From an optimization exercise on the open Yosys and OpenROAD flow, aimed at small area; shortcuts taken in it are not production practice. No activity file was given, so power comes from the tool's default toggle rates.

==> flow/design.v <==
module avalon_csr
(
	input  wire         clk,
	input  wire         rst,
	output wire         mm_waitrequest,
	output wire [31:0]  mm_readdata,
	output wire         mm_readdatavalid,
	input  wire [31:0]  mm_writedata,
	input  wire [9:0]   mm_address,
	input  wire         mm_write,
	input  wire         mm_read,
	output wire [31:0]  reg0,
	output wire [31:0]  reg1,
	output wire [31:0]  reg2,
	output wire [31:0]  reg3,
	output wire [31:0]  reg4
);
reg [31:0] regs [0:7];
reg        rvalid;
reg [7:0]  rsel;
wire        hit = (mm_address[9:5] == 5'd0) && (mm_address[1:0] == 2'd0);
wire [31:0] wdata = mm_writedata & {32{~rst}};
genvar i;
generate
	for (i = 0; i < 8; i = i + 1) begin : g_reg
		always @(posedge clk)
			if (rst || (mm_write && hit && mm_address[4:2] == i))
				regs[i] <= wdata;
	end
endgenerate
always @(posedge clk) begin
	rvalid <= mm_read & ~rst;
end
generate
	for (i = 0; i < 8; i = i + 1) begin : g_sel
		always @(posedge clk)
			rsel[i] <= hit && (mm_address[4:2] == i);
	end
endgenerate
reg [31:0] rdata;
integer k;
always @(*) begin
	rdata = 32'd0;
	for (k = 0; k < 8; k = k + 1)
		rdata = rdata | (regs[k] & {32{rsel[k]}});
end
assign mm_waitrequest   = 1'b0;
assign mm_readdatavalid = rvalid;
assign mm_readdata      = rdata;
assign reg0 = regs[0];
assign reg1 = regs[1];
assign reg2 = regs[2];
assign reg3 = regs[3];
assign reg4 = regs[4];
endmodule
module dma_from_sdram
(
	input  wire        clk,
	input  wire        rst,
	input  wire        start,
	input  wire [28:0] begin_address,
	input  wire [31:0] size_buffer,
	output wire [28:0] sdram0_data_address,
	input  wire        sdram0_data_waitrequest,
	input  wire [47:0] sdram0_data_readdata,
	input  wire        sdram0_data_readdatavalid,
	output wire        sdram0_data_read,
	output wire [7:0]  sdram0_data_burstcount,
	output wire [9:0]  dist_address,
	output wire [47:0] dist_data,
	output wire        write_enable
);
localparam IDLE = 3'd0, READ = 3'd1, RESP = 3'd2, WRITE = 3'd3, STOP = 3'd4;
reg [2:0]  state;
reg [28:0] addr;
reg [31:0] count;
reg [47:0] data;
wire        step = (state == WRITE);
wire [32:0] count_c;
wire [29:0] addr_c;
assign count_c[0] = step;
assign addr_c[0]  = step;
genvar i;
generate
	for (i = 0; i < 32; i = i + 1) begin : g_cinc
		assign count_c[i+1] = count_c[i] & count[i];
	end
	for (i = 0; i < 29; i = i + 1) begin : g_ainc
		assign addr_c[i+1] = addr_c[i] & addr[i];
	end
endgenerate
wire [31:0] count_next = count ^ count_c[31:0];
always @(posedge clk) begin
	data <= sdram0_data_readdata;
	addr  <= (state == IDLE) ? begin_address : (addr ^ addr_c[28:0]);
	count <= count_next & {32{~rst}};
	if (rst)
		state <= IDLE;
	else
		case (state)
			IDLE:  if (start) state <= READ;
			READ:  if (!sdram0_data_waitrequest) state <= RESP;
			RESP:  if (sdram0_data_readdatavalid) state <= WRITE;
			WRITE: state <= (count_next == size_buffer) ? STOP : READ;
			default: state <= STOP;
		endcase
end
assign sdram0_data_address    = addr;
assign sdram0_data_read       = (state == READ);
assign sdram0_data_burstcount = 8'd1;
assign dist_address           = count[9:0];
assign dist_data              = data;
assign write_enable           = (state == WRITE);
endmodule
module matrix
(
	input  wire        rst_n,
	input  wire        clk,
	output reg         r0,
	output reg         g0,
	output reg         b0,
	output reg         r1,
	output reg         g1,
	output reg         b1,
	output reg         r2,
	output reg         g2,
	output reg         b2,
	output reg         r3,
	output reg         g3,
	output reg         b3,
	output wire [2:0]  a,
	output wire        blank,
	output reg         sclk,
	output wire        latch,
	output wire [9:0]  mem_address,
	input  wire        mem_enable,
	input  wire [47:0] mem_output_data
);
reg [12:0] t;
reg        first;
reg [1:0]  rd_bit;
reg [2:0]  rd_row;
wire shifting = (t[12:9] == 4'd0);
wire [13:0] t_c;
assign t_c[0] = 1'b1;
genvar j;
generate
	for (j = 0; j < 13; j = j + 1) begin : g_tinc
		assign t_c[j+1] = t_c[j] & t[j];
	end
endgenerate
wire [12:0] t_inc = t ^ t_c[12:0];
wire neg = &t[12:9];
reg  expire;
always @(*) begin
	if (first)
		expire = ~t[12] & t[9] & t[8] & t[7] & t[6];               
	else
		case (rd_bit)
			2'd1: expire = ~t[12] & t[9] & t[8] & t[7] & t[5] & t[3] & t[2];           
			2'd2: expire = ~t[12] & t[10] & t[9] & t[8] & t[6] & t[5] & t[3] & t[2];   
			2'd3: expire = ~t[12] & t[11] & t[10] & t[9] & t[7] & t[6] & t[5] & t[3] & t[2];  
			default: expire = ~t[9] & t[12] & t[11] & t[10] & t[8] & t[7] & t[6] & t[5] & t[3] & t[2];  
		endcase
end
wire late   = neg & t[4] & (t[3] | (t[2] & t[1]));    
wire at_m1  = neg & (t[4:0] == 5'b11111);    
wire [4:0] plane = {rd_row, rd_bit};
wire [5:0] p_c;
assign p_c[0] = at_m1;
generate
	for (j = 0; j < 5; j = j + 1) begin : g_pinc
		assign p_c[j+1] = p_c[j] & plane[j];
	end
endgenerate
wire [11:0] bits;
genvar i;
generate
	for (i = 0; i < 12; i = i + 1) begin : g_bit
		wire [3:0] nib = mem_output_data[4*i+3:4*i];
		assign bits[i] = nib[rd_bit] & mem_enable;
	end
endgenerate
always @(posedge clk) begin
	if (rst_n) begin
		t      <= 13'd0;
		first  <= 1'b1;
		rd_bit <= 2'd0;
		rd_row <= 3'd0;
		sclk   <= 1'b0;
		{r3, g3, b3, r2, g2, b2, r1, g1, b1, r0, g0, b0} <= 12'd0;
	end else begin
		if (expire)
			t <= -13'sd19;
		else
			t <= t_inc;
		if (at_m1)
			first <= 1'b0;
		{rd_row, rd_bit} <= plane ^ p_c[4:0];
		sclk <= shifting && (t[1:0] == 2'd3);
		if (shifting && t[1:0] == 2'd1)
			{r3, g3, b3, r2, g2, b2, r1, g1, b1, r0, g0, b0} <= bits;
	end
end
assign blank = neg ? ~at_m1 : first;
assign latch = late & ~at_m1;
wire a_lags = (rd_bit == 2'd0) & ~first & ~late;
assign a = rd_row - {2'd0, a_lags};
assign mem_address = {rd_row, shifting ? t[8:2] : 7'd0};
endmodule
module memory_mux (
	input  wire [9:0]  slave_0_dist_address,
	input  wire [47:0] slave_0_dist_data,
	input  wire        slave_0_write_enable,
	input  wire [9:0]  slave_1_dist_address,
	output wire [9:0]  master_dist_address,
	output wire [47:0] master_dist_data,
	output wire        master_write_enable,
	input  wire        mux
);
assign master_dist_address = mux ? slave_1_dist_address : slave_0_dist_address;
assign master_dist_data    = slave_0_dist_data;
assign master_write_enable = ~mux & slave_0_write_enable;
endmodule
module led_matrix_soc (
	input  wire         clk,
	input  wire         rst,
	output wire         mm_waitrequest,
	output wire [31:0]  mm_readdata,
	output wire         mm_readdatavalid,
	input  wire [31:0]  mm_writedata,
	input  wire [9:0]   mm_address,
	input  wire         mm_write,
	input  wire         mm_read,
	output wire [28:0]  sdram_address,
	input  wire         sdram_waitrequest,
	input  wire [63:0]  sdram_readdata,
	input  wire         sdram_readdatavalid,
	output wire         sdram_read,
	output wire [7:0]   sdram_burstcount,
	output wire [9:0]   ram_address,
	output wire [47:0]  ram_data,
	output wire         ram_wren,
	input  wire [47:0]  ram_q,
	output wire         r0,
	output wire         g0,
	output wire         b0,
	output wire         r1,
	output wire         g1,
	output wire         b1,
	output wire         r2,
	output wire         g2,
	output wire         b2,
	output wire         r3,
	output wire         g3,
	output wire         b3,
	output wire [2:0]   a,
	output wire         blank,
	output wire         sclk,
	output wire         latch
);
wire [31:0] dma_start;
wire [31:0] begin_dma_address;
wire [31:0] size_of_buffer;
wire [31:0] mem_mux;
wire [31:0] matrix_rst;
wire [47:0] dist_dma;
wire        write_enable;
wire [9:0]  dist_address;
wire [9:0]  matrix_memory_address;
avalon_csr avalon_csr (
	.clk              (clk),
	.rst              (rst),
	.mm_waitrequest   (mm_waitrequest),
	.mm_readdata      (mm_readdata),
	.mm_readdatavalid (mm_readdatavalid),
	.mm_writedata     (mm_writedata),
	.mm_address       (mm_address),
	.mm_write         (mm_write),
	.mm_read          (mm_read),
	.reg0             (dma_start),
	.reg1             (begin_dma_address),
	.reg2             (size_of_buffer),
	.reg3             (mem_mux),
	.reg4             (matrix_rst)
);
matrix matrix (
	.rst_n            (matrix_rst[0]),
	.clk              (clk),
	.r0               (r0),
	.g0               (g0),
	.b0               (b0),
	.r1               (r1),
	.g1               (g1),
	.b1               (b1),
	.r2               (r2),
	.g2               (g2),
	.b2               (b2),
	.r3               (r3),
	.g3               (g3),
	.b3               (b3),
	.a                (a),
	.blank            (blank),
	.sclk             (sclk),
	.latch            (latch),
	.mem_address      (matrix_memory_address),
	.mem_enable       (mem_mux[0]),
	.mem_output_data  (ram_q)
);
dma_from_sdram dma_from_sdram (
	.clk                       (clk),
	.rst                       (rst),
	.start                     (dma_start[0]),
	.begin_address             (begin_dma_address[28:0]),
	.size_buffer               (size_of_buffer),
	.sdram0_data_address       (sdram_address),
	.sdram0_data_waitrequest   (sdram_waitrequest),
	.sdram0_data_readdata      (sdram_readdata[47:0]),
	.sdram0_data_readdatavalid (sdram_readdatavalid),
	.sdram0_data_read          (sdram_read),
	.sdram0_data_burstcount    (sdram_burstcount),
	.dist_address              (dist_address),
	.dist_data                 (dist_dma),
	.write_enable              (write_enable)
);
memory_mux memory_mux (
	.slave_0_dist_address (dist_address),
	.slave_0_dist_data    (dist_dma),
	.slave_0_write_enable (write_enable),
	.slave_1_dist_address (matrix_memory_address),
	.master_dist_address  (ram_address),
	.master_dist_data     (ram_data),
	.master_write_enable  (ram_wren),
	.mux                  (mem_mux[0])
);
endmodule
export LEC_CHECK = 0
export CAP_MARGIN = 20
export CORE_MARGIN = 2
export CORE_UTILIZATION = 65
export CTS_BUF_LIST = sky130_fd_sc_hd__clkbuf_16
export CTS_CLUSTER_DIAMETER = 100
export CTS_CLUSTER_SIZE = 25
export SLEW_MARGIN = 20
create_clock -name core_clock -period 5.0 [get_ports {clk}]
standard.sh (not shown) runs the stock make flow with config.mk's settings and CLKGATE_MAP_FILE= SYNTH_SCRIPT=/design/flow/synth_recipe.tcl, a recipe that flattens the netlist after the stock synthesis.
==> flow/flow/run.sh <==
#!/bin/bash
# The standard layout (the standard.sh, standard synthesis unchanged),
# with each port buffered by the smallest buffer cell instead of the
# default clkdlybuf4s50_1.
set -euo pipefail
bash standard.sh "BUFFER_PORTS_ARGS=-buffer_cell sky130_fd_sc_hd__buf_1" finish > flow_standard.log 2>&1
The first run completed, yet does not pass: setup timing.
Edit:
--- a/flow/design.v
+++ b/flow/design.v
@@ -75,11 +75,10 @@
 reg [28:0] addr;
 reg [31:0] count;
 reg [47:0] data;
-wire        step = (state == WRITE);
 wire [32:0] count_c;
 wire [29:0] addr_c;
-assign count_c[0] = step;
-assign addr_c[0]  = step;
+assign count_c[0] = 1'b1;
+assign addr_c[0]  = 1'b1;
 genvar i;
 generate
 	for (i = 0; i < 32; i = i + 1) begin : g_cinc
@@ -89,21 +88,29 @@
 		assign addr_c[i+1] = addr_c[i] & addr[i];
 	end
 endgenerate
-wire [31:0] count_next = count ^ count_c[31:0];
+wire [31:0] count_inc = count ^ count_c[31:0];
+wire [28:0] addr_inc  = addr ^ addr_c[28:0];
 always @(posedge clk) begin
 	data <= sdram0_data_readdata;
-	addr  <= (state == IDLE) ? begin_address : (addr ^ addr_c[28:0]);
-	count <= count_next & {32{~rst}};
-	if (rst)
+	if (state == IDLE && start)
+		addr <= begin_address;
+	else if (state == WRITE)
+		addr <= addr_inc;
+	if (rst) begin
 		state <= IDLE;
-	else
+		count <= 32'd0;
+	end else begin
 		case (state)
 			IDLE:  if (start) state <= READ;
 			READ:  if (!sdram0_data_waitrequest) state <= RESP;
 			RESP:  if (sdram0_data_readdatavalid) state <= WRITE;
-			WRITE: state <= (count_next == size_buffer) ? STOP : READ;
+			WRITE: begin
+				count <= count_inc;
+				state <= (count_inc == size_buffer) ? STOP : READ;
+			end
 			default: state <= STOP;
 		endcase
+	end
 end
 assign sdram0_data_address    = addr;
 assign sdram0_data_read       = (state == READ);
@@ -165,14 +172,6 @@
 end
 wire late   = neg & t[4] & (t[3] | (t[2] & t[1]));    
 wire at_m1  = neg & (t[4:0] == 5'b11111);    
-wire [4:0] plane = {rd_row, rd_bit};
-wire [5:0] p_c;
-assign p_c[0] = at_m1;
-generate
-	for (j = 0; j < 5; j = j + 1) begin : g_pinc
-		assign p_c[j+1] = p_c[j] & plane[j];
-	end
-endgenerate
 wire [11:0] bits;
 genvar i;
 generate
@@ -194,9 +193,12 @@
 			t <= -13'sd19;
 		else
 			t <= t_inc;
-		if (at_m1)
-			first <= 1'b0;
-		{rd_row, rd_bit} <= plane ^ p_c[4:0];
+		if (at_m1) begin
+			first  <= 1'b0;
+			rd_bit <= rd_bit + 2'd1;
+			if (rd_bit == 2'd3)
+				rd_row <= rd_row + 3'd1;
+		end
 		sclk <= shifting && (t[1:0] == 2'd3);
 		if (shifting && t[1:0] == 2'd1)
 			{r3, g3, b3, r2, g2, b2, r1, g1, b1, r0, g0, b0} <= bits;
=> The changed run completed and failed the layout checks on setup timing; fmax is higher by 1.5%; utilization is lower by 1.0 points; count of clock-buffer cells in the layout is unchanged; clock power hardly moves; total power stays flat; flip-flop and latch count stays the same; critical path depth is lower by 3; cell area is higher by 2.6%; sequential share of layout area barely changes; non-clock buffer count is lower by 8.
No run of this note included a check of the RTL's function; only the layout flow was run.

-- static timing again, ports no longer ideal --
In the flow no input, the clock included, has a driving cell. The finished layouts below were timed again as built, in two steps.
Step 1 sets driving cells, clkbuf_16 on the clock port and buf_2 on the other inputs (assumed; they add their load-dependent delay and slew).
Step 2 also shifts input and output timing later by t, the mid clock arrival at the registers, as if the neighbouring blocks saw the same clock.
Three values: ideal ports, drivers, drivers and shift; two values: the first two.
run	t, ns	slack for setup (ns)	hold WS [ns]	slew at the worst register clock pin (ns)	cell pins on the clock port's net
the first run	0.568	-1.273 / -1.273 / -1.273	0.488 / 0.488 / 0.488	0.10 / 0.10	1
the second run	0.556	-1.182 / -1.182 / -1.182	0.490 / 0.490 / 0.490	0.11 / 0.11	1
